Source: an optimization exercise on an open RTL-to-GDS flow (aim: small area and a short achievable clock period). Production flows keep margins and buffers that such runs may drop.
Function was not checked in any run shown here: the RTL went through the layout flow alone.
Power and IR drop assume default switching activity.

==> design/flow/design.v <==
module alu_pre(instruction, regA, regB, p, g, sh, sl, sr, fctl, beq);
input  [31:0] instruction, regA, regB;
output [31:0] p;           
output [31:0] g;           
output        sh;          
output        sl, sr;      
output [3:0]  fctl;        
output        beq;         
function [4:0] neg5(input [4:0] x);   
    neg5 = {x[4] ^ (|x[3:0]), x[3] ^ (|x[2:0]), x[2] ^ (|x[1:0]),
            x[1] ^ x[0], x[0]};
endfunction
wire [5:0] op = instruction[31:26];
wire [5:0] fn = instruction[5:0];
wire       rsz = (instruction[25:21] == 5'b0);
wire r = (op == 6'b000000);
wire r_add  = r & (fn == 6'b100000);
wire r_addu = r & (fn == 6'b100001);
wire r_sub  = r & (fn == 6'b100010);
wire r_subu = r & (fn == 6'b100011);
wire r_and  = r & (fn == 6'b100100);
wire r_or   = r & (fn == 6'b100101);
wire r_xor  = r & (fn == 6'b100110);
wire r_nor  = r & (fn == 6'b100111);
wire r_slt  = r & (fn == 6'b101010);
wire r_sltu = r & (fn == 6'b101011);
wire r_sll  = r & (fn == 6'b000000);
wire r_srl  = r & (fn == 6'b000010 || fn == 6'b000011);
wire r_sllv = r & (fn == 6'b000100);
wire r_srlv = r & (fn == 6'b000110 || fn == 6'b000111);
wire i_addi  = (op == 6'b001000);
wire i_addiu = (op == 6'b001001);
wire i_andi  = (op == 6'b001100);
wire i_ori   = (op == 6'b001101);
wire i_xori  = (op == 6'b001110);
wire i_beq   = (op == 6'b000100) | (op == 6'b000101);
wire i_slti  = (op == 6'b001010);
wire i_sltiu = (op == 6'b001011);
wire i_mem   = (op == 6'b100011) | (op == 6'b101011);
wire sub   = r_sub | r_subu | r_slt | r_sltu | i_beq | i_slti | i_sltiu;
wire add   = r_add | r_addu | i_addi | i_addiu | i_mem;
wire simm  = i_addi | i_slti | i_mem;
wire l_and = r_and | i_andi;
wire l_or  = r_or | i_ori;
wire l_xor = r_xor | i_xori;
wire shl   = r_sll | r_sllv;
wire shr   = r_srl | r_srlv;
wire shc   = r_sll | r_srl;
wire [31:0] imm = {{16{simm & instruction[15]}}, instruction[15:0]};
wire        rr = r | i_beq;                     
wire [31:0] u = (rr | rsz) ? regA : regB;
wire [31:0] v = rr ? regB : imm;
wire [4:0] rs_lo = rsz ? regA[4:0] : regB[4:0];
wire       big   = rsz ? (|regA[31:5]) : (|regB[31:5]);
wire [4:0] sa    = shc ? instruction[10:6] : rs_lo;
wire       shz   = (r_sllv | r_srlv) & big;       
wire [3:0] fp = ({4{add}}   & 4'b0110) | ({4{sub}}   & 4'b1001)
              | ({4{l_and}} & 4'b1000) | ({4{l_or}}  & 4'b1110)
              | ({4{l_xor}} & 4'b0110) | ({4{r_nor}} & 4'b0001)
              | ({4{shl | shr}} & 4'b1010);
wire [3:0] fg = ({4{add}} & 4'b1000) | ({4{sub}} & 4'b0100);
wire [3:0] fp0 = sub ? 4'b0110 : fp;
wire [3:0] fg0 = sub ? 4'b1101 : fg;
wire       sw = rr & ~rsz;
wire [3:0] tp = sw ? {fp[3], fp[1], fp[2], fp[0]} : fp;
wire [3:0] tg = sw ? {fg[3], fg[1], fg[2], fg[0]} : fg;
wire [3:0] tp0 = sw ? {fp0[3], fp0[1], fp0[2], fp0[0]} : fp0;
wire [3:0] tg0 = sw ? {fg0[3], fg0[1], fg0[2], fg0[0]} : fg0;
wire [4:0] nsa = shc ? neg5(instruction[10:6])
               : rsz ? neg5(regA[4:0]) : neg5(regB[4:0]);
wire [4:0] ra  = shl ? sa : nsa;
genvar i;
generate for (i = 0; i < 32; i = i + 1) begin : bt
    if (i == 0) begin : z
        assign p[i] = tp0[{u[i], v[i]}];
        assign g[i] = tg0[{u[i], v[i]}];
    end else if (i >= 27) begin : a
        assign p[i] = tp[{u[i], v[i]}];
        assign g[i] = (shl | shr) ? ra[i-27] : tg[{u[i], v[i]}];
    end else begin : n
        assign p[i] = tp[{u[i], v[i]}];
        assign g[i] = tg[{u[i], v[i]}];
    end
end endgenerate
assign sh = shl | shr;
assign sl = shl & ~shz;
assign sr = shr & ~shz;
assign fctl = {((r_add | r_sub) & ~p[31]) | i_addi,
               i_addi ? instruction[15] : (rsz ? regA[31] : regB[31]),
               r_slt | i_slti, r_sltu | i_sltiu};
assign beq = i_beq;
endmodule
module alu(p, g, sh, sl, sr, fctl, beq, result, flags);
input  [31:0] p, g;
input         sh, sl, sr;
input  [3:0]  fctl;
input         beq;
output [31:0] result;
output [2:0]  flags;
wire [31:0] gg [0:5];
wire [31:0] pp [0:5];
assign gg[0] = g;
assign pp[0] = p;
genvar i, l;
generate for (l = 0; l < 5; l = l + 1) begin : lvl
    for (i = 0; i < 32; i = i + 1) begin : bt
        if (i >= (1 << l)) begin : m
            assign gg[l+1][i] = gg[l][i] | (pp[l][i] & gg[l][i - (1 << l)]);
            assign pp[l+1][i] = pp[l][i] & pp[l][i - (1 << l)];
        end else begin : k
            assign gg[l+1][i] = gg[l][i];
            assign pp[l+1][i] = pp[l][i];
        end
    end
end endgenerate
wire [32:0] c = {gg[5], 1'b0};           
wire [31:0] sum = p ^ c[31:0];
wire [4:0]  ra = g[31:27];
wire [31:0] y0 = ra[4] ? {p[15:0], p[31:16]} : p;
wire [31:0] y1 = ra[3] ? {y0[23:0], y0[31:24]} : y0;
wire [31:0] y2 = ra[2] ? {y1[27:0], y1[31:28]} : y1;
wire [31:0] y3 = ra[1] ? {y2[29:0], y2[31:30]} : y2;
wire [31:0] y  = ra[0] ? {y3[30:0], y3[31]} : y3;
wire        rz = (ra == 5'd0);
wire [31:0] keep;
generate for (i = 0; i < 32; i = i + 1) begin : mk
    assign keep[i] = sl ? (i >= ra) : (sr & ((i < ra) | rz));
end endgenerate
assign result = sh ? (y & keep) : sum;
assign flags = {beq & (&p[31:1]) & ~p[0], (fctl[1] & sum[31]) | (fctl[0] & ~c[32]),
                fctl[3] & (c[31] ^ fctl[2])};
endmodule
module alu_top(clk, instruction, regA, regB, result, flags);
input clk;
input [31:0] instruction, regA, regB;
output [31:0] result;
output [2:0] flags;
wire [31:0] p_d, g_d;
wire        sh_d, sl_d, sr_d, beq_d;
wire [3:0]  fctl_d;
reg  [31:0] p_q, g_q;
reg         sh_q, sl_q, sr_q, beq_q;
reg  [3:0]  fctl_q;
reg  [31:0] result_q;
reg  [2:0]  flags_q;
wire [31:0] result_d;
wire [2:0]  flags_d;
alu_pre u_pre(.instruction(instruction), .regA(regA), .regB(regB),
              .p(p_d), .g(g_d), .sh(sh_d), .sl(sl_d), .sr(sr_d),
              .fctl(fctl_d), .beq(beq_d));
alu u_alu(.p(p_q), .g(g_q), .sh(sh_q), .sl(sl_q), .sr(sr_q),
          .fctl(fctl_q), .beq(beq_q), .result(result_d), .flags(flags_d));
always @(posedge clk) begin
    p_q <= p_d;
    g_q <= g_d;
    sh_q <= sh_d;
    sl_q <= sl_d;
    sr_q <= sr_d;
    fctl_q <= fctl_d;
    beq_q <= beq_d;
    result_q <= result_d;
    flags_q <= flags_d;
end
assign result = result_q;
assign flags = flags_q;
endmodule
==> design/flow/flow/run.sh <==
#!/bin/bash
# Standard ORFS layout, with plain buffers on the ports instead of the
# delay-cell buffers buffer_ports picks by default.
set -euo pipefail
bash standard.sh 'BUFFER_PORTS_ARGS=-buffer_cell sky130_fd_sc_hd__buf_2' finish > standard.log 2>&1
==> design/flow/standard.sh <==
#!/bin/bash
# synth_recipe.tcl (not shown) runs the flow's synth.tcl, then flattens the netlist and writes it again
# the make line also repeats each setting of config.mk as NAME=value (left out here)
make -C /OpenROAD-flow-scripts/flow DESIGN_CONFIG=/design/flow/config.mk WORK_HOME=/design/flow/orfs CLKGATE_MAP_FILE= SYNTH_SCRIPT=/design/flow/synth_recipe.tcl "${@:-finish}"
==> design/flow/config.mk <==
export PLATFORM = sky130hd
export DESIGN_NAME = alu_top
export DESIGN_NICKNAME = alu_top
export VERILOG_FILES = /design/flow/design.v
export SDC_FILE = /design/flow/constraint.sdc
export NUM_CORES = 4
export LEC_CHECK = 0
export CAP_MARGIN = 20
export CORE_MARGIN = 2
export CORE_UTILIZATION = 40
export SETUP_SLACK_MARGIN = 3.3
export SLEW_MARGIN = 20
==> design/flow/constraint.sdc <==
create_clock -name core_clock -period 6.0 [get_ports {clk}]
set_input_delay 1.2000 -clock core_clock [delete_from_list [all_inputs] [get_ports {clk}]]
set_output_delay 1.2000 -clock core_clock [all_outputs]
set_load 0.01 [all_outputs]
==> flow_summary_export.csv, run 1 <==
group,metric,value,unit
routing,vias,11750,
setup_path,end_kind,"flop",
routing,wl_per_cell,24.73,um
cts,clk_latency,0.38,ns
routing,first_pass_iters,6,
power,switchingPower,812.7,uW
global_route,gr-total-overflow,0,
sta,clock_skew,0.02034,ns
sta,fmax,0.3169,GHz
power,combPwrFrac,33.0,%
yosys,yosysSeqAreaShare,21.50,%
yosys,synth_fp_nets,1386,
floorplanning,die_x,161.8,um
global_route,grt_pass1_wl,62.03,mm
routing,drc,0,
power,p_total,2.201,mW
global_route,grt_pass1_vias,10480,
layout,drive_above_1_share,37.18,%
floorplanning,row_count,57,
yosys,synth_seq_cells,107,
yosys,synth_commonest_cells,"mux2i_1 (112), dfxtp_1 (107), nand2_1 (99)",
routing,drt_iter0_drc,1408,
yosys,synth_compound_area_share,25.12,%
global_route,grt_max_degree,59,
setup_path,critPathArrivalTime,3.40,ns
cts,cts.clk_slew.worst_paths,0.08,ns
floorplanning,core_area,24390,um2
power,swShare,36.92,%
yosys,ys_warn_count,3,
power,peakVddDrop,132.1,uV
setup_path,crit_type,"in -> reg",
sta,tightestPinTransition,0.9052,ns
cts,cts_root_buf,"clkbuf_16",
flow_run,maxCapViolations,0,
sta,setup_viol,0,
sta,finalMaxSlewViolations,0,
floorplanning,io_pins,132,
worst_hold_path,hp-class,"reg -> reg",
yosys,yosysMostFrequentCell,"mux2i_1",
sta,period_needed,3.156,ns
sta,hold_violations,0,
placed_design,hpwl,26.90,mm
sta,fin_setup_tns,0,ns
yosys,synth_fa_ha_area_share,0.8792,%
setup_path,crit_path_start_kind,"input port",
yosys,synth_xor_area_share,3.165,%
layout,nNetsFinal,1562,
sta,relSlewSlack,39.09,%
yosys,synth.largest_area_cell,"dfxtp_1",
cts,clock-sinks,107,
power,pwr-share-clk,28.8,%
floorplanning,start_util,40.84,%
yosys,yosys.area.top_type_share,21.50,%
routing,vias_per_cell,6.569,
yosys,syn_inst,1282,
placed_design,gp_congestion,0.9511,
placed_design,port_buffers,126,
yosys,synth.cell_area,9962,um2
global_route,antenna_found_initial,1,
setup_path,required,6.25,ns
yosys,postSynthAreaPerCell,7.771,um2
yosys,synth_edf_count,0,
yosys,async_flop_share,0,%
run_status,status,"complete, no violations",
yosys,netlist_top_cells_area,"dfxtp_1 (22%), mux2i_1 (11%), mux4_2 (7.2%)",
yosys,postSynth.topFlopCell,"dfxtp_1",
power,power_density,157.4,nW/um2
sta,rsz0062_at_grt,"yes",
global_route,gr-usage-all-layers,30.43,%
layout,multi_input_area,8591,um2
layout,final-seq-area,2153,um2
routing,ant_nets,0,
cts,cts_tree,"yes",
yosys,synth-simple-area-share,19.51,%
yosys,yosysUniqueCellTypes,71,
power,p_seq_share,38.3,%
layout,fill_cells,2095,
yosys,synth_top_family_by_area,"compound AO/OA/AOI/OAI gates",
yosys,synth_mux_area_share,23.17,%
sta,min_period_over_period,52.59,%
setup_path,critPathMaxFanout,7,
floorplanning,dieArea,26180,um2
floorplanning,die_h,161.8,um
power,p_leak,5.427,nW
routing,finalWirelength,44.22,mm
power,power.internal,1.389,mW
cts,htree_levels,3,
cts,clock_path_buffers,2,
cts,hold_buffers,0,
layout,syn_to_final_growth,40.43,%
cts,numCtsBuffers,9,
## power groups by stage
stage	combinational (mW)	clock, mW	sequential (mW)
4_1_cts	0.612	0.638	0.838
3_3_place_gp	0.520	0	0.856
5_1_grt	0.765	0.672	0.848
2_1_floorplan	0.379	0	0.810
6_report	0.726	0.633	0.842
3_5_place_dp	0.526	0	0.857
## final cells by class
cell class,count,area share [%]
Clock inverter,7,0.5992
Sequential cell,107,15.39
Multi-Input combinational cell,1010,61.41
Inverter,53,1.485
Clock buffer,9,1.610
Timing Repair Buffer,277,16.59
Antenna cell,1,0.01789
Tap cell,324,2.898
## state kept, by name (all words and copies together), names as in the netlist
signal,flops
sl_q,1
p_q,32
fctl_q,4
sr_q,1
sh_q,1
g_q,32
beq_q,1
flags_q,3
result_q,32
## layout by cell type (no fill, tap or decap), types with 23 or more instances in the layout
| cell type | instances |
|---|---|
| a21oi_1 | 77 |
| nor4_1 | 24 |
| inv_1 | 42 |
| mux4_2 | 32 |
| or2_2 | 26 |
| xnor2_1 | 23 |
| a31oi_1 | 25 |
| mux2i_1 | 82 |
| o21ai_0 | 65 |
| nand2_1 | 96 |
| buf_2 | 119 |
| nand3_1 | 31 |
| mux2i_4 | 35 |
| o21ai_1 | 31 |
| nor2_1 | 84 |
| o211ai_1 | 34 |
| buf_4 | 102 |
| dfxtp_1 | 102 |
| mux2_2 | 27 |
## stage by stage
stage / utilization [%] / cell area (um2) / hold WS (ns) / worst slack, ns / cells
after global placement: 44.68 / 10900 / 0.4289 / 1.523 / 1633
after detailed placement: 44.68 / 10900 / 0.4320 / 1.477 / 1633
after floorplan: - / 10200 / 0.4057 / 2.871 / 1282
final: 57.36 / 13990 / 0.4585 / 2.844 / 1788
after global routing: 57.35 / 13990 / 0.4860 / 2.822 / 1787
after CTS: 51.93 / 12670 / 0.4514 / 3.089 / 1721
## final timing paths
kind                                endpoint  cells after the start            start  slack [ns]
worst min-delay path              flags_q[0]                      1        fctl_q[3]        0.46
worst max register to register  result_q[29]                      7           p_q[8]        3.36
worst min register to register    flags_q[0]                      1        fctl_q[3]        0.46
worst max-delay path               fctl_q[3]                     12  instruction[30]        2.84
## logic make-up (layout without fill, tap and decap cells)
logic type | after synthesis | in the layout
multiplexers | 183 | 183
flip-flops | 107 | 107
XOR/XNOR | 36 | 36
buffers and inverters | 170 | 346
AND/OR/NAND/NOR | 390 | 391
other | 0 | 1
AO/OA/AOI/OAI | 389 | 393
adder cells (fa/ha/maj) | 7 | 7
## metal layers
metal | global-route usage (%) | part of all wire, %
met2 | 48.05 | 45
met1 | 39.62 | 39
met4 | 16.33 | 6.6
met3 | 5.439 | 9.5
met5 | 0 | 0
## critical path, cell delays in order
cell	delay, ns
buf_8	0.10
or3_4	0.40
nor4_4	0.23
buf_6	0.16
o211ai_1	0.09
buf_4	0.19
buf_6	0.12
buf_4	0.14
o2111ai_4	0.18
mux2i_1	0.16
mux2i_1	0.28
o21ai_1	0.13
## repair_timing
action                                  4_1_cts  5_1_grt
gates cloned                                 11        2
endpoints found under the setup margin      100       80
resized for setup                           145      142
pin swaps                                    26       36
buffers inserted                             61       64
==> run 2, diff against run 1 <==
--- a/design/flow/design.v
+++ b/design/flow/design.v
@@ -50,9 +50,7 @@
 wire        rr = r | i_beq;                     
 wire [31:0] u = (rr | rsz) ? regA : regB;
 wire [31:0] v = rr ? regB : imm;
-wire [4:0] rs_lo = rsz ? regA[4:0] : regB[4:0];
 wire       big   = rsz ? (|regA[31:5]) : (|regB[31:5]);
-wire [4:0] sa    = shc ? instruction[10:6] : rs_lo;
 wire       shz   = (r_sllv | r_srlv) & big;       
 wire [3:0] fp = ({4{add}}   & 4'b0110) | ({4{sub}}   & 4'b1001)
               | ({4{l_and}} & 4'b1000) | ({4{l_or}}  & 4'b1110)
@@ -66,9 +64,10 @@
 wire [3:0] tg = sw ? {fg[3], fg[1], fg[2], fg[0]} : fg;
 wire [3:0] tp0 = sw ? {fp0[3], fp0[1], fp0[2], fp0[0]} : fp0;
 wire [3:0] tg0 = sw ? {fg0[3], fg0[1], fg0[2], fg0[0]} : fg0;
-wire [4:0] nsa = shc ? neg5(instruction[10:6])
-               : rsz ? neg5(regA[4:0]) : neg5(regB[4:0]);
-wire [4:0] ra  = shl ? sa : nsa;
+wire [4:0] sh_c = shl ? instruction[10:6] : neg5(instruction[10:6]);
+wire [4:0] sh_a = shc ? sh_c : shl ? regA[4:0] : neg5(regA[4:0]);
+wire [4:0] sh_b = shc ? sh_c : shl ? regB[4:0] : neg5(regB[4:0]);
+wire [4:0] ra   = rsz ? sh_a : sh_b;
 genvar i;
 generate for (i = 0; i < 32; i = i + 1) begin : bt
     if (i == 0) begin : z
@@ -85,7 +84,8 @@
 assign sh = shl | shr;
 assign sl = shl & ~shz;
 assign sr = shr & ~shz;
-assign fctl = {((r_add | r_sub) & ~p[31]) | i_addi,
+wire ab31 = regA[31] ^ regB[31];
+assign fctl = {(r_add & ~ab31) | (r_sub & ab31) | i_addi,
                i_addi ? instruction[15] : (rsz ? regA[31] : regB[31]),
                r_slt | i_slti, r_sltu | i_sltiu};
 assign beq = i_beq;
--- a/design/flow/config.mk
+++ b/design/flow/config.mk
@@ -8,5 +8,5 @@
 export CAP_MARGIN = 20
 export CORE_MARGIN = 2
 export CORE_UTILIZATION = 40
-export SETUP_SLACK_MARGIN = 3.3
+export SETUP_SLACK_MARGIN = 3.0
 export SLEW_MARGIN = 20
==> run 2 against run 1 <==
Critical path depth grew 1. First-iteration DRC count shrank 16%. Non-clock buffer count shrank 69. Final cell count shrank 5.7%. Sequential power shrank 4.8%. Register-to-register slack lost 0.24 ns. Routed wire length shrank 19%. Global-route usage shrank 4.8 points. Count of clock-buffer cells in the layout is the same. Synthesized cell count shrank 1.9%. Area after synthesis is essentially flat. Combinational power shrank 25%. Highest routed layer is now met5.
==> flow_summary_export.csv, run 2 <==
group,metric,value,unit
global_route,gr-usage-all-layers,25.58,%
layout,reg.largest.list,"g_q: 32 flops, p_q: 32 flops, result_q: 32 flops",
yosys,synth_commonest_cells,"mux2i_1 (182), dfxtp_1 (107), nand2_1 (105)",
setup_path,crit_type,"in -> reg",
cts,cts_tree,"yes",
yosys,syn_inst,1258,
layout,fill_cells,2359,
power,p_seq_share,41.1,%
cts,clock-sinks,107,
worst_hold_path,hp-class,"reg -> reg",
sta,holdWs,0.4409,ns
power,power.internal,1.288,mW
placed_design,gp_congestion,0.9287,
layout,stdcell_count,1686,
power,combPwrFrac,27.8,%
global_route,grt_max_degree,62,
power,pwr-share-clk,31.1,%
routing,wl_per_cell,21.28,um
power,p_leak,4.964,nW
yosys,postSynth.topFlopCell,"dfxtp_1",
setup_path,critPathArrivalTime,3.33,ns
cts,cts_root_buf,"clkbuf_16",
global_route,grt_pass1_vias,9142,
routing,vias,10420,
yosys,synth.cell_area,9955,um2
flow_run,maxCapViolations,0,
floorplanning,io_pins,132,
routing,finalWirelength,35.89,mm
floorplanning,row_count,57,
placed_design,port_buffers,126,
run_status,status,"complete, no violations",
yosys,synth.largest_area_cell,"dfxtp_1",
global_route,antenna_found_initial,1,
layout,drive_above_1_share,27.53,%
yosys,yosys.area.top_type_share,21.52,%
yosys,async_flop_share,0,%
layout,final_cell_mix,"mux2i_1 (141), buf_2 (125), nand2_1 (104)",
floorplanning,die_x,161.8,um
yosys,synth_seq_cells,107,
yosys,synth_edf_count,0,
routing,vias_per_cell,6.182,
layout,nNetsFinal,1461,
sta,relSlewSlack,29.20,%
layout,diodes,0,
cts,clk_latency,0.36,ns
setup_path,required,6.26,ns
yosys,ys_warn_count,3,
yosys,yosysUniqueCellTypes,75,
cts,numCtsBuffers,9,
floorplanning,start_util,40.81,%
setup_path,critPathMaxFanout,5,
cts,cts.clk_slew.worst_paths,0.07,ns
sta,tightestPinTransition,1.062,ns
floorplanning,die_h,161.8,um
cts,clock_path_buffers,2,
yosys,postSynthAreaPerCell,7.913,um2
setup_path,end_kind,"flop",
yosys,netlist_top_cells_area,"dfxtp_1 (22%), mux2i_1 (18%), mux4_2 (7.2%)",
routing,drc,0,
power,swShare,33.99,%
global_route,gr-total-overflow,0,
sta,rsz0062_at_grt,"yes",
cts,htree_levels,3,
yosys,synth_fp_nets,1362,
sta,fin_setup_tns,0,ns
power,p_total,1.951,mW
routing,first_pass_iters,6,
sta,hold_violations,0,
layout,syn_to_final_growth,24.46,%
yosys,yosysSeqAreaShare,21.52,%
layout,final_common_cell,"mux2i_1",
placed_design,hpwl,25.24,mm
power,peakVddDrop,126.6,uV
sta,fmax,0.3258,GHz
placed_design,placedCellCount,1603,
routing,drt_iter0_drc,1185,
global_route,grt_pass1_wl,52.77,mm
cts,hold_buffers,0,
sta,clock_skew,0.01343,ns
floorplanning,core_area,24390,um2
power,switchingPower,663.2,uW
sta,finalMaxSlewViolations,0,
sta,min_period_over_period,51.16,%
sta,period_needed,3.069,ns
power,power_density,157.5,nW/um2
setup_path,crit_path_start_kind,"input port",
routing,ant_nets,0,
yosys,yosysMostFrequentCell,"mux2i_1",
floorplanning,dieArea,26160,um2
sta,setup_viol,0,
==> run 2: cell types whose count changed after synthesis, moves of 13 or more <==
cell and change:
a31oi_1 -17, o211ai_1 -28, mux2i_1 +70, inv_1 -13
or2_2 -24
==> run 2: layer usage <==
| layer | up-vias | track usage [%] | share of wire [%] |
|---|---|---|---|
| met5 | - | 0 | 0.036 |
| met4 | 2 | 9.936 | 3.5 |
| met3 | 81 | 3.269 | 7.4 |
| met2 | 544 | 40.54 | 46 |
| met1 | 4920 | 35.53 | 43 |
| li1 | 4876 | - | - |
==> run 2: worst paths after layout <==
kind                 to  slack [ns]             from  cells past startpoint
max              p_q[2]        2.93  instruction[27]                     13
min          flags_q[0]        0.44        fctl_q[3]                      1
max reg2reg  flags_q[1]        3.12          p_q[18]                      8
min reg2reg  flags_q[0]        0.44        fctl_q[3]                      1
==> run 2: worst max-delay path, stage by stage <==
cell,delay [ns]
buf_12,0.10
nor4_4,0.34
nand3_1,0.14
or2_1,0.26
o31a_1,0.29
buf_12,0.14
o211a_4,0.15
o21ai_4,0.07
buf_12,0.15
buf_6,0.10
buf_6,0.11
mux2i_1,0.06
mux2i_1,0.21
==> run 2: logic make-up (layout without fill, tap and decap cells) <==
| kind of cell | after synthesis | in the layout | synth area share (%) |
|---|---|---|---|
| flops | 107 | 107 | 21.52 |
| compound gates | 359 | 359 | 23.10 |
| fa+ha+maj | 7 | 7 | 0.8798 |
| mux | 229 | 229 | 27.24 |
| simple gates | 352 | 354 | 16.96 |
| buf+inv | 162 | 264 | 6.611 |
| xor+xnor | 42 | 42 | 3.695 |
==> run 2: final cells by class <==
type                            instances  area, um2  area share (%)
Clock buffer                            9      225.2           1.818
Clock inverter                          7      76.32          0.6160
Inverter                               40      156.4           1.262
Multi-Input combinational cell        991       7782           62.82
Sequential cell                       107       2150           17.35
Tap cell                              324      405.4           3.272
Timing Repair Buffer                  208       1594           12.87
==> run 2: metrics by stage <==
| step | util (%) | cell area [um2] | worst slack [ns] |
|---|---|---|---|
| 3_3_place_gp | 44.67 | 10900 | 1.901 |
| 5_1_grt | 50.80 | 12390 | 2.846 |
| 3_5_place_dp | 44.67 | 10900 | 1.890 |
| 2_1_floorplan | - | 10240 | 2.957 |
| 6_report | 50.80 | 12390 | 2.931 |
| 4_1_cts | 47.85 | 11670 | 2.941 |
==> run 2: power by group through the flow <==
stage                     Sequential [mW]  Combinational (mW)  Clock [mW]
final                               0.802               0.542       0.607
after global routing                0.807               0.577       0.646
after CTS                           0.800               0.485       0.615
after detailed placement            0.818               0.455           0
after global placement              0.817               0.450           0
after floorplan                     0.787               0.323           0
==> run 2: timing repair <==
item	in CTS	in global routing
gates resized for setup	38	68
endpoints found under the setup margin	80	72
gates cloned	7	4
setup buffers	16	40
endpoints found under the hold margin	0	0
pin swaps	7	15
==> run 3, diff against run 2 <==
==> design/flow/flow/run.sh (replaced) <==
#!/bin/bash
# Standard ORFS layout, with plain buffers on the ports instead of the
# delay-cell buffers buffer_ports picks by default, and timing repair free
# to change a cell's footprint.
set -euo pipefail
bash standard.sh 'BUFFER_PORTS_ARGS=-buffer_cell sky130_fd_sc_hd__buf_2' MATCH_CELL_FOOTPRINT=0 finish > standard.log 2>&1
==> run 3 against run 2 <==
Still clean. Final cell count is 1.5% lower. Sequential power barely moved. Global-route usage about the same. Count of clock-buffer cells in the layout is the same. Die area did not move. Cell area is 3.5% lower. Combinational power down 5.7%. Synthesized cell count is the same.
==> flow_summary_export.csv, run 3 <==
group,metric,value,unit
floorplanning,die_x,161.8,um
yosys,yosysMostFrequentCell,"mux2i_1",
yosys,synth_seq_cells,107,
sta,finalMaxSlewViolations,0,
layout,final_cell_mix,"mux2i_1 (142), buf_2 (123), nand2_1 (105)",
setup_path,crit_end,"p_q[2]",
yosys,netlist_top_cells_area,"dfxtp_1 (22%), mux2i_1 (18%), mux4_2 (7.2%)",
yosys,yosysSeqAreaShare,21.52,%
layout,syn_to_final_growth,20.07,%
cts,hold_buffers,0,
layout,fill_cells,2461,
sta,setup_ws,2.902,ns
routing,finalWirelength,35.14,mm
sta,fin_setup_tns,0,ns
global_route,grt_pass1_wl,52.65,mm
routing,vias_per_cell,6.190,
layout,reg.largest.list,"g_q: 32 flops, p_q: 32 flops, result_q: 32 flops",
layout,stdcell_count,1660,
yosys,synth_fp_nets,1362,
yosys,postSynth.topFlopCell,"dfxtp_1",
power,power_density,160.3,nW/um2
layout,nNetsFinal,1435,
setup_path,worstPathCellList,"buf_8 -> nor4_4 -> buf_4 -> nand3_2 -> or2_1 -> o31a_1 -> buf_12 -> o211a_4 -> o21ai_4 -> buf_12 -> buf_12 -> mux2i_1 -> mux2i_1",
setup_path,crit_type,"in -> reg",
global_route,gr-total-overflow,0,
yosys,postSynthAreaPerCell,7.913,um2
yosys,async_flop_share,0,%
yosys,synth.cell_area,9955,um2
sta,tightestPinTransition,1.058,ns
flow_run,maxCapViolations,0,
power,p_seq_share,42.0,%
cts,htree_levels,3,
sta,clock_skew,0.01358,ns
power,pwr-share-clk,31.3,%
power,p_leak,4.781,nW
layout,diodes,0,
routing,vias,10280,
floorplanning,row_count,57,
yosys,yosys.area.top_type_share,21.52,%
placed_design,placedCellCount,1602,
setup_path,required,6.25,ns
routing,drc,0,
placed_design,pre_cts_ws,1.864,ns
routing,first_pass_iters,6,
cts,cts_root_buf,"clkbuf_16",
global_route,grt_pass1_vias,9090,
placed_design,hpwl,25.18,mm
setup_path,end_kind,"flop",
routing,ant_nets,0,
sta,setup_viol,0,
sta,rsz0062_at_grt,"yes",
routing,wl_per_cell,21.17,um
sta,min_period_over_period,51.64,%
routing,drt_iter0_drc,1182,
floorplanning,io_pins,132,
power,swShare,33.78,%
setup_path,r2r_slack,3.15,ns
floorplanning,core_area,24390,um2
yosys,synth.largest_area_cell,"dfxtp_1",
cts,numCtsBuffers,9,
setup_path,critPathArrivalTime,3.35,ns
sta,fmax,0.3228,GHz
layout,final_common_cell,"mux2i_1",
setup_path,rr_startpoint,"p_q[1]",
setup_path,worst_r2r_endpoint,"result_q[28]",
cts,clock_path_buffers,2,
cts,cts_tree,"yes",
setup_path,crit_path_start_kind,"input port",
setup_path,reg2regPathDepth,9,
placed_design,gp_congestion,0.9414,
yosys,synth_commonest_cells,"mux2i_1 (182), dfxtp_1 (107), nand2_1 (105)",
sta,relSlewSlack,29.46,%
setup_path,cpMaxStageDelayCell,"o31a_1",
sta,hold_violations,0,
setup_path,critical_path.most_common_cell,"buf_12",
global_route,antenna_found_initial,1,
worst_hold_path,hp-class,"reg -> reg",
cts,cts.clk_slew.worst_paths,0.07,ns
setup_path,setup.worst_path.start,"instruction[30]",
power,peakVddDrop,125.0,uV
power,power.internal,1.269,mW
setup_path,cp_slowest_stage_delay,0.29,ns
placed_design,port_buffers,126,
cts,clk_latency,0.37,ns
global_route,gr-usage-all-layers,25.55,%
floorplanning,start_util,40.81,%
sta,period_needed,3.098,ns
yosys,synth_edf_count,0,
global_route,grt_max_degree,62,
yosys,yosysUniqueCellTypes,75,
run_status,status,"complete, no violations",
cts,clock-sinks,107,
yosys,ys_warn_count,3,
yosys,syn_inst,1258,
layout,drive_above_1_share,25.07,%
setup_path,critPathMaxFanout,7,
power,switchingPower,647.3,uW
floorplanning,die_h,161.8,um
floorplanning,dieArea,26160,um2
power,combPwrFrac,26.7,%
==> run 3: cell counts after synthesis <==
Identical to the previous run, type by type.
==> run 3: what timing repair did <==
item / 4_1_cts / 5_1_grt
pin swaps: 6 / 10
cloned: 9 / 3
gates resized for setup: 43 / 41
endpoints found under the setup margin: 74 / 73
buffers inserted: 17 / 13
==> run 3: metrics by stage <==
step / util [%] / power (mW) / area, um2 / hold slack [ns]
floorplan: - / 1.109 / 10240 / 0.4057
global placement: 44.64 / 1.266 / 10890 / 0.4112
detailed placement: 44.64 / 1.272 / 10890 / 0.4203
CTS: 47.77 / 1.900 / 11650 / 0.4377
global route: 49.00 / 2.001 / 11950 / 0.4563
finish: 49.00 / 1.916 / 11950 / 0.4321
==> run 3: final cells by class <==
type	count	area, um2	share of cell area, %
clock buffer	9	225.2	1.884
multi-input combinational	992	7640	63.92
timing repair buffer	181	1291	10.80
inverter	40	153.9	1.288
tap	324	405.4	3.392
sequential	107	2153	18.02
clock inverter	7	83.83	0.7014
==> run 3: power groups by stage <==
stage / clock, mW / combinational, mW / sequential [mW]
2_1_floorplan: 0 / 0.323 / 0.787
3_3_place_gp: 0 / 0.446 / 0.820
3_5_place_dp: 0 / 0.451 / 0.821
4_1_cts: 0.616 / 0.481 / 0.804
5_1_grt: 0.647 / 0.543 / 0.810
6_report: 0.600 / 0.511 / 0.805
==> run 3: worst min-delay path by stage <==
stage	cells after the start	startpoint	to
global route	1	fctl_q[3]	flags_q[0]
detailed placement	1	fctl_q[3]	flags_q[0]
floorplan	1	fctl_q[3]	flags_q[0]
finish	1	fctl_q[3]	flags_q[0]
global placement	1	fctl_q[3]	flags_q[0]
CTS	1	fctl_q[3]	flags_q[0]
==> run 3: layer usage <==
layer  part of all wire, %  up-vias  routed length, um  global-route usage (%)
li1                      -     4826                  -                       -
met1                    44     4852              15380                   36.17
met2                    46      529              16260                   41.39
met3                   6.9       66               2418                   2.068
met4                   3.0        2               1056                   8.246
met5                 0.040        -                 14                       0
==> run 3: cells by family (layout without fill, tap and decap cells) <==
logic type,after synthesis,in the layout,share of synthesized area (%)
AO/OA/AOI/OAI,359,359,23.10
buffers and inverters,162,237,6.611
AND/OR/NAND/NOR,352,355,16.96
multiplexers,229,229,27.24
flip-flops,107,107,21.52
adder cells (fa/ha/maj),7,7,0.8798
XOR/XNOR,42,42,3.695
==> run 3: worst max-delay path: cells and delay by family <==
| kind | cells | cell delay, ns |
|---|---|---|
| AO/OA/AOI/OAI | 3 | 0.51 |
| buffers and inverters | 5 | 0.70 |
| multiplexers | 2 | 0.34 |
| AND/OR/NAND/NOR | 3 | 0.58 |
==> run 4, diff against run 3 <==
--- a/design/flow/config.mk
+++ b/design/flow/config.mk
@@ -7,6 +7,6 @@
 export LEC_CHECK = 0
 export CAP_MARGIN = 20
 export CORE_MARGIN = 2
-export CORE_UTILIZATION = 40
+export CORE_UTILIZATION = 60
 export SETUP_SLACK_MARGIN = 3.0
 export SLEW_MARGIN = 20
==> run 4 against run 3 <==
Still clean. Critical path depth decreased by 1. Clock power up 12%. Core utilization increased by 29 points. Cell area is 6.4% higher. Fmax decreased by 3.7%. Count of clock-buffer cells in the layout grew 2. Final cell count decreased by 3.3%. Worst setup slack lost 0.12 ns. Clock skew increased by 0.0013 ns. Synthesized cell count unchanged. Via count up 11%. Area after synthesis stayed put. Largest cell class unchanged. Largest power group unchanged.
==> flow_summary_export.csv, run 4 <==
group,metric,value,unit
yosys,yosysSeqAreaShare,21.52,%
yosys,yosysUniqueCellTypes,75,
setup_path,cp_slowest_stage_delay,0.41,ns
cts,clock-sinks,107,
setup_path,rr_startpoint,"p_q[3]",
cts,cts_root_buf,"clkbuf_16",
sta,min_period_over_period,53.62,%
global_route,gr-usage-all-layers,38.14,%
run_status,status,"complete, no violations",
yosys,postSynth.topFlopCell,"dfxtp_1",
sta,hold_violations,0,
routing,ant_nets,0,
global_route,gr-total-overflow,0,
cts,clock_path_buffers,2,
placed_design,gp_congestion,0.9653,
global_route,antenna_found_initial,1,
layout,multi_input_area,8014,um2
setup_path,worstPathCellList,"buf_12 -> nor4_4 -> buf_4 -> nand3b_1 -> a21o_4 -> inv_4 -> a31oi_1 -> o21ai_2 -> or2_4 -> buf_4 -> mux2i_1 -> mux2i_1",
yosys,postSynthAreaPerCell,7.913,um2
floorplanning,dieArea,17640,um2
placed_design,placedCellCount,1502,
floorplanning,io_pins,132,
setup_path,critPathArrivalTime,3.48,ns
layout,nNetsFinal,1484,
sta,setup_ws,2.783,ns
global_route,grt_max_degree,62,
sta,rsz0062_at_grt,"yes",
floorplanning,core_area,16410,um2
global_route,grt_pass1_vias,9402,
layout,final-seq-area,2151,um2
layout,final_common_cell,"mux2i_1",
setup_path,cpMaxStageDelayCell,"nor4_4",
yosys,yosys.area.top_type_share,21.52,%
yosys,ys_warn_count,3,
worst_hold_path,hp-class,"reg -> reg",
setup_path,end_kind,"flop",
routing,wl_per_cell,24.74,um
setup_path,reg2regPathDepth,8,
flow_run,maxCapViolations,0,
layout,reg.largest.list,"g_q: 32 flops, p_q: 32 flops, result_q: 32 flops",
yosys,async_flop_share,0,%
floorplanning,start_util,60.67,%
yosys,synth.cell_area,9955,um2
yosys,synth.largest_area_cell,"dfxtp_1",
yosys,syn_inst,1258,
setup_path,crit_end,"p_q[12]",
setup_path,setup.worst_path.start,"instruction[27]",
power,p_total,2.053,mW
setup_path,required,6.27,ns
sta,fin_setup_tns,0,ns
power,power_density,161.3,nW/um2
routing,vias_per_cell,7.091,
global_route,grt_pass1_wl,52.86,mm
placed_design,pre_cts_ws,1.868,ns
floorplanning,die_x,132.8,um
setup_path,worst_r2r_endpoint,"flags_q[1]",
cts,hold_buffers,0,
floorplanning,die_h,132.8,um
sta,setup_viol,0,
placed_design,hpwl,24.25,mm
sta,tightestPinTransition,0.9986,ns
power,peakVddDrop,118.1,uV
yosys,synth_fp_nets,1362,
setup_path,crit_type,"in -> reg",
floorplanning,row_count,47,
sta,relSlewSlack,33.43,%
cts,htree_levels,3,
cts,cts.clk_slew.worst_paths,0.08,ns
cts,cts_tree,"yes",
setup_path,r2r_slack,3.10,ns
yosys,netlist_top_cells_area,"dfxtp_1 (22%), mux2i_1 (18%), mux4_2 (7.2%)",
layout,final_cell_area,12720,um2
routing,finalWirelength,39.71,mm
sta,fmax,0.3108,GHz
power,p_leak,5.125,nW
routing,drt_iter0_drc,1563,
layout,syn_to_final_growth,27.80,%
cts,numCtsBuffers,9,
yosys,synth_edf_count,0,
layout,drive_above_1_share,29.68,%
layout,final_cell_mix,"mux2i_1 (140), buf_2 (123), nand2_1 (105)",
yosys,yosysMostFrequentCell,"mux2i_1",
layout,fill_cells,1102,
routing,first_pass_iters,8,
routing,drc,0,
sta,clock_skew,0.01483,ns
layout,diodes,0,
placed_design,placed_area,10790,um2
routing,vias,11380,
sta,period_needed,3.217,ns
yosys,synth_commonest_cells,"mux2i_1 (182), dfxtp_1 (107), nand2_1 (105)",
setup_path,critPathMaxFanout,8,
yosys,synth_seq_cells,107,
sta,finalMaxSlewViolations,0,
placed_design,port_buffers,126,
setup_path,crit_path_start_kind,"input port",
layout,stdcell_count,1605,
cts,clk_latency,0.36,ns
## run 4: cell counts after synthesis
Identical to the previous run, type by type.
## run 4: per-stage QoR
step	hold slack, ns	util (%)
after floorplan	0.4057	-
after global placement	0.4088	65.75
after detailed placement	0.4224	65.75
after CTS	0.4401	71.33
after global routing	0.4481	77.54
final	0.4345	77.54
## run 4: what timing repair did
action,in CTS,in global routing
buffers inserted,22,50
pin swaps,10,27
cloned,8,7
endpoints found under the setup margin,69,68
resized for setup,55,92
## run 4: logic make-up after synthesis
| family | Yosys count | share of synthesized area [%] |
|---|---|---|
| xor gates and xnor gates | 42 | 3.695 |
| and+or+nand+nor | 352 | 16.96 |
| adders and majority gates | 7 | 0.8798 |
| AOI/OAI and AO/OA | 359 | 23.10 |
| DFF | 107 | 21.52 |
| buffers and inverters | 162 | 6.611 |
| muxes | 229 | 27.24 |
## run 4: worst max-delay path, delay by kind of cell
kind | cells | cell delay [ns]
AO/OA/AOI/OAI | 3 | 0.55
multiplexers | 2 | 0.25
buffers and inverters | 4 | 0.56
AND/OR/NAND/NOR | 3 | 0.91
## run 4: worst min-delay path by stage
stage                     startpoint         end  slack (ns)  depth (start not counted)
final                      fctl_q[3]  flags_q[0]        0.43                          1
after CTS                  fctl_q[3]  flags_q[0]        0.44                          1
after global placement     fctl_q[3]  flags_q[0]        0.41                          1
after floorplan            fctl_q[3]  flags_q[0]        0.41                          1
after global routing       fctl_q[3]  flags_q[0]        0.45                          1
after detailed placement   fctl_q[3]  flags_q[0]        0.42                          1
## run 4: final cells by class
| type | count | share of cell area [%] |
|---|---|---|
| Clock buffer | 11 | 1.987 |
| Sequential cell | 107 | 16.91 |
| Tap cell | 220 | 2.164 |
| Inverter | 40 | 1.229 |
| Timing Repair Buffer | 228 | 13.99 |
| Multi-Input combinational cell | 994 | 62.99 |
| Clock inverter | 5 | 0.7376 |
## run 4: where the power goes
group | switching (mW) | total, mW | internal [mW]
sequential | 0.0556 | 0.803 | 0.747
clock | 0.278 | 0.672 | 0.395
combinational | 0.323 | 0.578 | 0.255
total | 0.656 | 2.05 | 1.40
## run 4: routing by layer
metal,GRT usage (%),part of all wire (%),vias to the layer above
met3,4.521,10,219
met2,60.68,45,919
met4,18.58,7.0,0
li1,-,-,4939
met5,0,0,-
met1,51.62,38,5304
==> run 5, diff against run 4 <==
--- a/design/flow/config.mk
+++ b/design/flow/config.mk
@@ -7,6 +7,7 @@
 export LEC_CHECK = 0
 export CAP_MARGIN = 20
 export CORE_MARGIN = 2
-export CORE_UTILIZATION = 60
+export CORE_UTILIZATION = 40
 export SETUP_SLACK_MARGIN = 3.0
 export SLEW_MARGIN = 20
+export TNS_END_PERCENT = 5
==> run 5 against run 4 <==
Routed wire length decreased by 13%. Via count decreased by 11%. Non-clock buffer count decreased by 57. Die area increased by 48%. Fmax increased by 2.8%. Register-to-register slack got worse by 0.12 ns. Final cell count increased by 2.8%. Critical path type unchanged. Largest power group unchanged.
==> flow_summary_export.csv, run 5 <==
group,metric,value,unit
layout,syn_to_final_growth,17.97,%
global_route,antenna_found_initial,0,
placed_design,gp_congestion,0.9116,
layout,stdcell_count,1650,
routing,drc,0,
layout,drive_above_1_share,23.30,%
sta,fin_setup_tns,0,ns
cts,cts.clk_slew.worst_paths,0.08,ns
routing,vias,10130,
yosys,async_flop_share,0,%
routing,vias_per_cell,6.137,
placed_design,placedCellCount,1602,
layout,diodes,0,
sta,relSlewSlack,29.97,%
sta,hold_violations,0,
yosys,synth_fp_nets,1362,
layout,final_cell_mix,"mux2i_1 (150), buf_2 (124), nand2_1 (105)",
floorplanning,start_util,40.81,%
yosys,synth_compound_area_share,23.10,%
cts,clk_latency,0.37,ns
sta,tightestPinTransition,1.051,ns
setup_path,rr_startpoint,"p_q[7]",
global_route,grt_pass1_wl,50.96,mm
sta,period_needed,3.130,ns
global_route,grt_max_degree,62,
yosys,netlist_top_cells_area,"dfxtp_1 (22%), mux2i_1 (18%), mux4_2 (7.2%)",
flow_run,maxCapViolations,0,
setup_path,crit_type,"in -> reg",
cts,clock_path_buffers,2,
power,p_total,1.909,mW
cts,cts_tree,"yes",
yosys,yosysMostFrequentCell,"mux2i_1",
floorplanning,row_count,57,
yosys,syn_inst,1258,
cts,htree_levels,3,
layout,utilization,48.15,%
yosys,synth.cell_area,9955,um2
placed_design,hpwl,25.08,mm
layout,final_common_cell,"mux2i_1",
cts,hold_buffers,0,
yosys,synth_commonest_cells,"mux2i_1 (182), dfxtp_1 (107), nand2_1 (105)",
routing,drt-met1-wl,15.55,mm
global_route,grt_pass1_vias,8797,
run_status,status,"complete, no violations",
layout,nNetsFinal,1425,
routing,highest_layer,"met4",
yosys,synth_seq_cells,107,
floorplanning,io_pins,132,
sta,fmax,0.3195,GHz
routing,ant_nets,0,
cts,clock-sinks,107,
setup_path,critPathMaxFanout,15,
yosys,yosysSeqAreaShare,21.52,%
yosys,postSynthAreaPerCell,7.913,um2
routing,wl_per_cell,20.88,um
sta,finalMaxSlewViolations,0,
setup_path,critPathArrivalTime,3.41,ns
yosys,synth-simple-area-share,16.96,%
setup_path,setup.worst_path.start,"instruction[31]",
layout,reg.largest.list,"g_q: 32 flops, p_q: 32 flops, result_q: 32 flops",
worst_hold_path,hold_start,"fctl_q[3]",
routing,drt_iter0_drc,1059,
global_route,gr-total-overflow,0,
setup_path,end_kind,"flop",
power,power_density,162.6,nW/um2
floorplanning,core_area,24390,um2
sta,holdWs,0.4304,ns
cts,cts_root_buf,"clkbuf_16",
setup_path,required,6.28,ns
routing,first_pass_iters,5,
placed_design,port_buffers,126,
sta,setup_viol,0,
yosys,synth.largest_area_cell,"dfxtp_1",
yosys,synth_xor_area_share,3.695,%
yosys,synth_top_family_by_area,"multiplexers",
power,p_leak,4.679,nW
yosys,synth_edf_count,0,
yosys,yosys.area.top_type_share,21.52,%
routing,finalWirelength,34.45,mm
floorplanning,dieArea,26160,um2
floorplanning,die_h,161.8,um
setup_path,crit_path_start_kind,"input port",
worst_hold_path,hp-class,"reg -> reg",
yosys,synth_mux_area_share,27.24,%
floorplanning,die_x,161.8,um
yosys,yosysUniqueCellTypes,75,
yosys,postSynth.topFlopCell,"dfxtp_1",
yosys,synth_fa_ha_area_share,0.8798,%
sta,min_period_over_period,52.16,%
routing,wl_met2,15.86,mm
cts,numCtsBuffers,9,
routing,route.met3.wl,2.200,mm
sta,rsz0062_at_grt,"yes",
power,peakVddDrop,134.6,uV
sta,clock_skew,0.01214,ns
global_route,gr-usage-all-layers,24.78,%
yosys,ys_warn_count,3,
==> run 5: cell counts after synthesis <==
No cell type changed its count.
==> run 5: worst max-delay path, stage by stage <==
cell and delay (ns):
buf_8 0.10, nor4_4 0.26, buf_4 0.19, nand3_2 0.08, or2_1 0.26, o31a_1 0.33
buf_12 0.14, o211a_4 0.17, o21ai_4 0.15, clkbuf_16 0.25, mux2i_1 0.08, mux2i_1 0.19
==> run 5: per-layer routing <==
layer	vias to the layer above	track usage [%]
li1	4808	-
met1	4763	35.70
met2	506	39.47
met3	49	2.707
met4	0	6.677
met5	-	0
==> run 5: what timing repair did <==
item / in CTS / in global routing
setup endpoints to repair: 79 / 74
resized for setup: 20 / 38
gates cloned: 1 / 6
setup buffers: 7 / 18
pin swaps: 2 / 8
==> run 5: area by class of cell <==
cell class	instances	area (um2)
Clock inverter	7	77.57
Clock buffer	9	225.2
Multi-Input combinational cell	992	7587
Fill cell	2422	12650
Timing Repair Buffer	171	1145
Tap cell	324	405.4
Sequential cell	107	2150
Inverter	40	153.9
==> run 5: cells by family after synthesis <==
group | Yosys count
AOI/OAI and AO/OA | 359
and+or+nand+nor | 352
muxes | 229
buffers and inverters | 162
DFF | 107
xor gates and xnor gates | 42
adders and majority gates | 7
==> run 5: path summary, 6_finish.rpt <==
check,endpoint,cells past startpoint,slack [ns]
max,p_q[22],12,2.87
min,flags_q[0],1,0.43
max reg2reg,result_q[25],8,2.98
min reg2reg,flags_q[0],1,0.43
==> run 5: stage by stage <==
| stage | cell area, um2 | setup slack (ns) |
|---|---|---|
| after floorplan | 10240 | 2.957 |
| after global placement | 10880 | 1.830 |
| after detailed placement | 10880 | 1.781 |
| after CTS | 11330 | 2.784 |
| after global routing | 11740 | 2.850 |
| final | 11740 | 2.870 |
==> run 5: power by group <==
part | total [mW] | internal [mW] | leakage (nW) | switching [mW]
combinational | 0.498 | 0.217 | 3.66 | 0.282
sequential | 0.803 | 0.747 | 0.874 | 0.0556
clock | 0.608 | 0.299 | 0.145 | 0.310
total | 1.91 | 1.26 | 4.68 | 0.647
==> run 6, diff against run 5 <==
--- a/design/flow/config.mk
+++ b/design/flow/config.mk
@@ -7,7 +7,6 @@
 export LEC_CHECK = 0
 export CAP_MARGIN = 20
 export CORE_MARGIN = 2
-export CORE_UTILIZATION = 40
+export CORE_UTILIZATION = 30
 export SETUP_SLACK_MARGIN = 3.0
 export SLEW_MARGIN = 20
-export TNS_END_PERCENT = 5
==> run 6 against run 5 <==
Highest routed layer unchanged. Count of clock-buffer cells in the layout unchanged. Sequential share of layout area down 0.66 points. Largest cell class unchanged. Cell area up 3.9%. Die area up 32%.
==> flow_summary_export.csv, run 6 <==
group,metric,value,unit
worst_hold_path,hold_start,"fctl_q[3]",
sta,setup_viol,0,
routing,vias_per_cell,5.838,
yosys,synth_commonest_cells,"mux2i_1 (182), dfxtp_1 (107), nand2_1 (105)",
layout,stdcell_count,1781,
power,combPwrFrac,27.1,%
yosys,yosys.area.top_type_share,21.52,%
placed_design,pre_cts_ws,1.749,ns
routing,first_pass_iters,6,
layout,syn_to_final_growth,22.57,%
placed_design,port_buffers,126,
sta,min_period_over_period,50.91,%
floorplanning,dieArea,34660,um2
sta,fin_setup_tns,0,ns
placed_design,placedCellCount,1721,
floorplanning,row_count,66,
sta,setup_ws,2.945,ns
cts,numCtsBuffers,9,
global_route,gr-total-overflow,0,
floorplanning,io_pins,132,
cts,clk_latency,0.37,ns
floorplanning,die_x,186.2,um
routing,vias,10400,
floorplanning,core_area,32620,um2
global_route,grt_pass1_vias,9361,
setup_path,r2r_slack,3.17,ns
layout,fill_cells,3298,
floorplanning,start_util,30.52,%
placed_design,placed_area,11040,um2
yosys,yosysSeqAreaShare,21.52,%
cts,clock-sinks,107,
yosys,synth_edf_count,0,
setup_path,setup.worst_path.start,"instruction[31]",
yosys,postSynth.topFlopCell,"dfxtp_1",
power,pwr-share-clk,31.4,%
power,swShare,34.09,%
layout,final_common_cell,"mux2i_1",
sta,relSlewSlack,28.52,%
sta,holdWs,0.4372,ns
global_route,gr-usage-all-layers,20.47,%
power,peakVddDrop,149.5,uV
sta,rsz0062_at_grt,"yes",
routing,finalWirelength,36.52,mm
setup_path,end_kind,"flop",
layout,final_cell_mix,"mux2i_1 (145), buf_2 (123), nand2_1 (105)",
cts,cts_root_buf,"clkbuf_16",
yosys,async_flop_share,0,%
layout,reg.largest.list,"g_q: 32 flops, p_q: 32 flops, result_q: 32 flops",
run_status,status,"complete, no violations",
setup_path,crit_type,"in -> reg",
setup_path,cp_slowest_stage_delay,0.30,ns
placed_design,gp_congestion,0.9062,
global_route,grt_max_degree,62,
layout,drive_above_1_share,25.09,%
cts,htree_levels,3,
sta,fmax,0.3274,GHz
power,power.internal,1.275,mW
yosys,synth_fp_nets,1362,
routing,drt_iter0_drc,1278,
power,switchingPower,659.5,uW
routing,drc,0,
yosys,synth_seq_cells,107,
sta,clock_skew,0.01201,ns
power,power_density,158.6,nW/um2
setup_path,cpMaxStageDelayCell,"o31a_1",
layout,final_cell_area,12200,um2
layout,nNetsFinal,1438,
power,p_leak,4.802,nW
sta,period_needed,3.055,ns
yosys,yosysMostFrequentCell,"mux2i_1",
worst_hold_path,hp-class,"reg -> reg",
cts,clock_path_buffers,2,
sta,finalMaxSlewViolations,0,
routing,ant_nets,0,
setup_path,crit_path_start_kind,"input port",
floorplanning,die_h,186.2,um
placed_design,hpwl,26.31,mm
sta,hold_violations,0,
yosys,ys_warn_count,3,
cts,cts.clk_slew.worst_paths,0.08,ns
setup_path,required,6.27,ns
yosys,synth.cell_area,9955,um2
yosys,syn_inst,1258,
yosys,synth.largest_area_cell,"dfxtp_1",
sta,tightestPinTransition,1.072,ns
setup_path,critPathMaxFanout,7,
yosys,netlist_top_cells_area,"dfxtp_1 (22%), mux2i_1 (18%), mux4_2 (7.2%)",
flow_run,maxCapViolations,0,
global_route,grt_pass1_wl,54.81,mm
yosys,yosysUniqueCellTypes,75,
power,p_seq_share,41.4,%
setup_path,critPathArrivalTime,3.32,ns
setup_path,worstPathCellList,"buf_8 -> nor4_4 -> buf_6 -> nand3_2 -> or2_1 -> o31a_1 -> buf_12 -> o211a_4 -> o21ai_4 -> buf_12 -> mux2i_1 -> mux2i_1",
layout,diodes,0,
routing,wl_per_cell,20.50,um
setup_path,rr_startpoint,"p_q[8]",
yosys,postSynthAreaPerCell,7.913,um2
cts,cts_tree,"yes",
global_route,antenna_found_initial,0,
-- run 6: path summary, 6_finish.rpt --
check / end / cells past startpoint
worst max-delay path: p_q[29] / 12
worst min-delay path: flags_q[0] / 1
worst max register to register: flags_q[1] / 8
worst min register to register: flags_q[0] / 1
-- run 6: per-stage QoR --
step / utilization (%) / total power [mW]
6_report: 37.41 / 1.935
5_1_grt: 37.41 / 2.022
4_1_cts: 36.00 / 1.910
3_5_place_dp: 33.86 / 1.279
3_3_place_gp: 33.86 / 1.271
2_1_floorplan: - / 1.109
-- run 6: power by group through the flow --
| stage | Sequential [mW] | Clock, mW | Combinational, mW |
|---|---|---|---|
| after global routing | 0.807 | 0.656 | 0.560 |
| final | 0.802 | 0.608 | 0.525 |
| after CTS | 0.801 | 0.624 | 0.485 |
| after detailed placement | 0.818 | 0 | 0.461 |
| after floorplan | 0.787 | 0 | 0.323 |
| after global placement | 0.816 | 0 | 0.455 |
-- run 6: cells by family after synthesis --
family                     synth area share, %
AOI/OAI and AO/OA                        23.10
xor gates and xnor gates                 3.695
adders and majority gates               0.8798
buffers and inverters                    6.611
DFF                                      21.52
muxes                                    27.24
and+or+nand+nor                          16.96
-- run 6: repair_timing --
| action | CTS | global route |
|---|---|---|
| hold buffers | 0 | 0 |
| setup buffers | 16 | 19 |
| cloned | 7 | 2 |
| pin swaps | 7 | 6 |
| setup endpoints to repair | 83 | 74 |
| resized for setup | 39 | 40 |
-- run 6: final cells by class --
type	instances	area, um2	share of cell area [%]
multi-input cells	992	7685	62.98
flip-flops and latches	107	2153	17.65
repair buffers	184	1345	11.02
well taps	442	553.0	4.532
clock buffers	9	225.2	1.846
inverters	40	156.4	1.282
clock inverters	7	83.83	0.6870
-- run 6: layer usage --
layer  vias up  wire (um)  GRT usage [%]
met5         -          0              0
met3        61       3074          3.894
met4         0        968          5.480
met1      4968      16530          29.04
li1       4834          -              -
met2       534      15950          31.73
-- run 6: critical path, delay by kind of cell --
| kind | cells | cell delay (ns) |
|---|---|---|
| AO/OA/AOI/OAI | 3 | 0.58 |
| buffers and inverters | 4 | 0.59 |
| multiplexers | 2 | 0.34 |
| AND/OR/NAND/NOR | 3 | 0.61 |
==> run 7, diff against run 6 <==
--- a/design/flow/design.v
+++ b/design/flow/design.v
@@ -82,8 +82,9 @@
     end
 end endgenerate
 assign sh = shl | shr;
-assign sl = shl & ~shz;
-assign sr = shr & ~shz;
+wire       sz = (ra == 5'd0);
+assign sl = (shl | (shr & sz)) & ~shz;
+assign sr = shr & ~sz & ~shz;
 wire ab31 = regA[31] ^ regB[31];
 assign fctl = {(r_add & ~ab31) | (r_sub & ab31) | i_addi,
                i_addi ? instruction[15] : (rsz ? regA[31] : regB[31]),
@@ -116,17 +117,13 @@
 wire [32:0] c = {gg[5], 1'b0};           
 wire [31:0] sum = p ^ c[31:0];
 wire [4:0]  ra = g[31:27];
-wire [31:0] y0 = ra[4] ? {p[15:0], p[31:16]} : p;
-wire [31:0] y1 = ra[3] ? {y0[23:0], y0[31:24]} : y0;
-wire [31:0] y2 = ra[2] ? {y1[27:0], y1[31:28]} : y1;
-wire [31:0] y3 = ra[1] ? {y2[29:0], y2[31:30]} : y2;
-wire [31:0] y  = ra[0] ? {y3[30:0], y3[31]} : y3;
-wire        rz = (ra == 5'd0);
-wire [31:0] keep;
-generate for (i = 0; i < 32; i = i + 1) begin : mk
-    assign keep[i] = sl ? (i >= ra) : (sr & ((i < ra) | rz));
-end endgenerate
-assign result = sh ? (y & keep) : sum;
+wire [63:0] w0 = {p & {32{sl}}, p & {32{sr}}};
+wire [63:0] w1 = ra[4] ? {w0[47:0], 16'b0} : w0;
+wire [63:0] w2 = ra[3] ? {w1[55:0], 8'b0} : w1;
+wire [63:0] w3 = ra[2] ? {w2[59:0], 4'b0} : w2;
+wire [63:0] w4 = ra[1] ? {w3[61:0], 2'b0} : w3;
+wire [63:0] w5 = ra[0] ? {w4[62:0], 1'b0} : w4;
+assign result = sh ? w5[63:32] : sum;
 assign flags = {beq & (&p[31:1]) & ~p[0], (fctl[1] & sum[31]) | (fctl[0] & ~c[32]),
                 fctl[3] & (c[31] ^ fctl[2])};
 endmodule
==> design/flow/flow/run.sh (replaced) <==
#!/bin/bash
# Standard ORFS layout, with plain buffers on the ports instead of the
# delay-cell buffers buffer_ports picks by default, and timing repair free
# to change a cell's footprint.
set -euo pipefail
bash standard.sh 'BUFFER_PORTS_ARGS=-buffer_cell sky130_fd_sc_hd__buf_1' MATCH_CELL_FOOTPRINT=0 finish > standard.log 2>&1
--- a/design/flow/config.mk
+++ b/design/flow/config.mk
@@ -7,6 +7,7 @@
 export LEC_CHECK = 0
 export CAP_MARGIN = 20
 export CORE_MARGIN = 2
-export CORE_UTILIZATION = 30
+export CORE_UTILIZATION = 40
 export SETUP_SLACK_MARGIN = 3.0
 export SLEW_MARGIN = 20
+export TNS_END_PERCENT = 5
==> run 7 against run 6 <==
Clock power grew 4.4%. Via count down 6.5%. Count of clock-buffer cells in the layout rose by 1. Sequential share of layout area grew 2.5 points. First-iteration DRC count decreased by 23%. Final cell count shrank 12%. Worst hold slack worse by 0.0014 ns. Largest cell class unchanged. Worst setup slack worse by 0.35 ns. Clock skew is 0.0024 ns lower. Global-route usage up 5.0 points.
==> flow_summary_export.csv, run 7 <==
group,metric,value,unit
run_status,status,"complete, no violations",
global_route,grt_max_degree,56,
power,p_total,1.925,mW
yosys,async_flop_share,0,%
sta,rsz0062_at_grt,"yes",
floorplanning,die_h,153.6,um
power,pwr-share-clk,33.0,%
yosys,yosysUniqueCellTypes,68,
layout,diodes,0,
placed_design,pre_cts_ws,1.409,ns
global_route,gr-total-overflow,0,
yosys,synth.largest_area_cell,"dfxtp_1",
yosys,synth_seq_cells,107,
floorplanning,start_util,40.88,%
floorplanning,die_x,153.6,um
floorplanning,row_count,54,
power,switchingPower,639.2,uW
worst_hold_path,hp-class,"reg -> reg",
global_route,grt_pass1_wl,48.04,mm
floorplanning,io_pins,132,
setup_path,cpMaxStageDelayCell,"or4_4",
power,p_leak,3.874,nW
routing,wl_per_cell,20.22,um
cts,hold_buffers,0,
sta,fin_setup_tns,0,ns
routing,drt_iter0_drc,984,
layout,final_cell_mix,"mux2i_1 (125), nand2_1 (118), buf_1 (116)",
routing,ant_nets,0,
setup_path,critPathArrivalTime,3.66,ns
floorplanning,dieArea,23580,um2
sta,finalMaxSlewViolations,0,
sta,setup_viol,0,
cts,clock-sinks,107,
sta,tightestPinTransition,1.035,ns
setup_path,required,6.26,ns
yosys,yosysSeqAreaShare,23.94,%
power,peakVddDrop,151.1,uV
layout,final_common_cell,"mux2i_1",
cts,htree_levels,3,
layout,drive_above_1_share,11.80,%
setup_path,crit_type,"in -> reg",
layout,reg.largest.list,"g_q: 32 flops, p_q: 32 flops, result_q: 32 flops",
global_route,antenna_found_initial,0,
yosys,syn_inst,1195,
yosys,postSynthAreaPerCell,7.488,um2
power,power_density,181.3,nW/um2
flow_run,maxCapViolations,0,
yosys,yosys.area.top_type_share,23.94,%
yosys,postSynth.topFlopCell,"dfxtp_1",
global_route,gr-usage-all-layers,25.42,%
sta,hold_violations,0,
cts,cts.clk_slew.worst_paths,0.07,ns
layout,fill_cells,2236,
power,power.internal,1.285,mW
yosys,ys_warn_count,3,
sta,fmax,0.2933,GHz
global_route,grt_pass1_vias,8314,
setup_path,crit_path_start_kind,"input port",
sta,min_period_over_period,56.82,%
setup_path,end_kind,"flop",
routing,first_pass_iters,6,
routing,drc,0,
yosys,synth_commonest_cells,"mux2i_1 (146), nand2_1 (119), o21ai_0 (117)",
yosys,synth_edf_count,0,
sta,clock_skew,0.009616,ns
routing,vias,9716,
power,p_seq_share,43.6,%
placed_design,hpwl,22.71,mm
sta,relSlewSlack,30.84,%
layout,syn_to_final_growth,18.60,%
yosys,netlist_top_cells_area,"dfxtp_1 (24%), mux2i_1 (16%), o21ai_0 (6.5%)",
placed_design,port_buffers,126,
yosys,synth_fp_nets,1299,
sta,setup_ws,2.591,ns
placed_design,gp_congestion,0.9189,
cts,numCtsBuffers,9,
sta,period_needed,3.409,ns
routing,vias_per_cell,6.196,
routing,finalWirelength,31.71,mm
yosys,synth.cell_area,8949,um2
floorplanning,core_area,21890,um2
yosys,yosysMostFrequentCell,"mux2i_1",
cts,cts_root_buf,"clkbuf_16",
setup_path,cp_slowest_stage_delay,0.57,ns
power,swShare,33.21,%
cts,clk_latency,0.36,ns
setup_path,critPathMaxFanout,11,
power,combPwrFrac,23.4,%
layout,nNetsFinal,1387,
cts,cts_tree,"yes",
setup_path,worstPathCellList,"buf_8 -> or4_4 -> buf_4 -> a2111oi_2 -> buf_4 -> nand2b_2 -> a21oi_2 -> o2111ai_2 -> or4_4 -> nor2b_4",
layout,utilization,48.48,%
cts,clock_path_buffers,2,
## run 7: cell count changes after synthesis, sizes merged, moves of 14 or more
cell / delta
a21oi: -19
buf: -20
mux2i: -36
mux4: -29
nand2: +14
o211ai: +36
## run 7: area by class of cell
type	instances	area [um2]	area share [%]
inverter	41	153.9	1.450
timing repair buffer	172	979.7	9.231
clock buffer	10	239.0	2.252
sequential	107	2142	20.18
tap	280	350.3	3.301
multi-input combinational	952	6666	62.82
clock inverter	6	81.33	0.7663
## run 7: through the flow
| step | cell area, um2 | hold WS [ns] | std cells |
|---|---|---|---|
| after global routing | 10610 | 0.4654 | 1568 |
| after floorplan | 8977 | 0.4138 | 1195 |
| after global placement | 9559 | 0.4214 | 1515 |
| final | 10610 | 0.4358 | 1568 |
| after detailed placement | 9559 | 0.4236 | 1515 |
| after CTS | 10300 | 0.4398 | 1548 |
## run 7: what timing repair did
action,in CTS,in global routing
pin swaps,11,8
resized for setup,65,30
gates cloned,3,3
buffers inserted,14,17
setup endpoints to repair,67,86
hold endpoints to repair,0,0
## run 7: logic make-up after synthesis
family | after synthesis | synth area share (%)
xor gates and xnor gates | 35 | 3.426
muxes | 162 | 18.72
buffers and inverters | 140 | 6.082
DFF | 107 | 23.94
and+or+nand+nor | 340 | 17.53
AOI/OAI and AO/OA | 404 | 29.32
adders and majority gates | 7 | 0.9787
## run 7: final timing paths
check                   from            to  slack, ns  cells past startpoint
max          instruction[27]          sr_q       2.59                     10
min                fctl_q[3]    flags_q[0]       0.44                      1
max reg2reg             sl_q  result_q[29]       2.87                      7
min reg2reg        fctl_q[3]    flags_q[0]       0.44                      1
## run 7: layer usage
metal  global-route usage [%]  vias up  share of wire [%]
met5                        0        -                  0
met4                    8.301        0                2.6
met3                    3.298       62                8.5
met2                    38.26      512                 44
met1                    37.48     4511                 45
li1                         -     4631                  -
## run 7: power groups by stage
stage               logic (mW)  clock network (mW)  registers [mW]
floorplan                0.280                   0           0.815
finish                   0.451               0.635           0.839
global placement         0.390                   0           0.852
global route             0.490               0.676           0.845
detailed placement       0.395                   0           0.853
CTS                      0.421               0.648           0.836
## run 7: worst max-delay path: cells and delay by family
kind | cells | cell delay (ns)
buffers and inverters | 3 | 0.47
and+or+nand+nor | 4 | 1.41
AOI/OAI and AO/OA | 3 | 0.58

-- what the ideal ports hide --
In the flow no input, the clock included, has a driving cell. The finished layouts below were timed again as built, in two steps. Step 1 assumes that a clkbuf_16 drives the clock port and a buf_2 every other input. Step 2 adds t to the input delays and takes it off the output delays; t is the mean of the earliest and latest rising clock arrival at the registers after step 1. Input paths then give back, and output paths get back, about the clock's delay inside the block. a / b / c = ideal / step 1 / step 2; a / b = the first two.
run | t (ns) | setup WS [ns] | worst setup path after step 2
run 1 | 0.416 | 2.844 / 2.833 / 2.416 | input to register
run 2 | 0.400 | 2.931 / 2.928 / 2.527 | input to register
run 3 | 0.401 | 2.902 / 2.905 / 2.504 | input to register
run 4 | 0.391 | 2.783 / 2.776 / 2.385 | input to register
run 5 | 0.406 | 2.870 / 2.878 / 2.472 | input to register
run 6 | 0.408 | 2.945 / 2.948 / 2.540 | input to register
run 7 | 0.402 | 2.591 / 2.598 / 2.196 | input to register
After both steps every run listed still meets setup and hold. For run 1, which loses most, drivers alone change the setup slack by -0.011 ns; drivers and shift together by -0.428 ns.
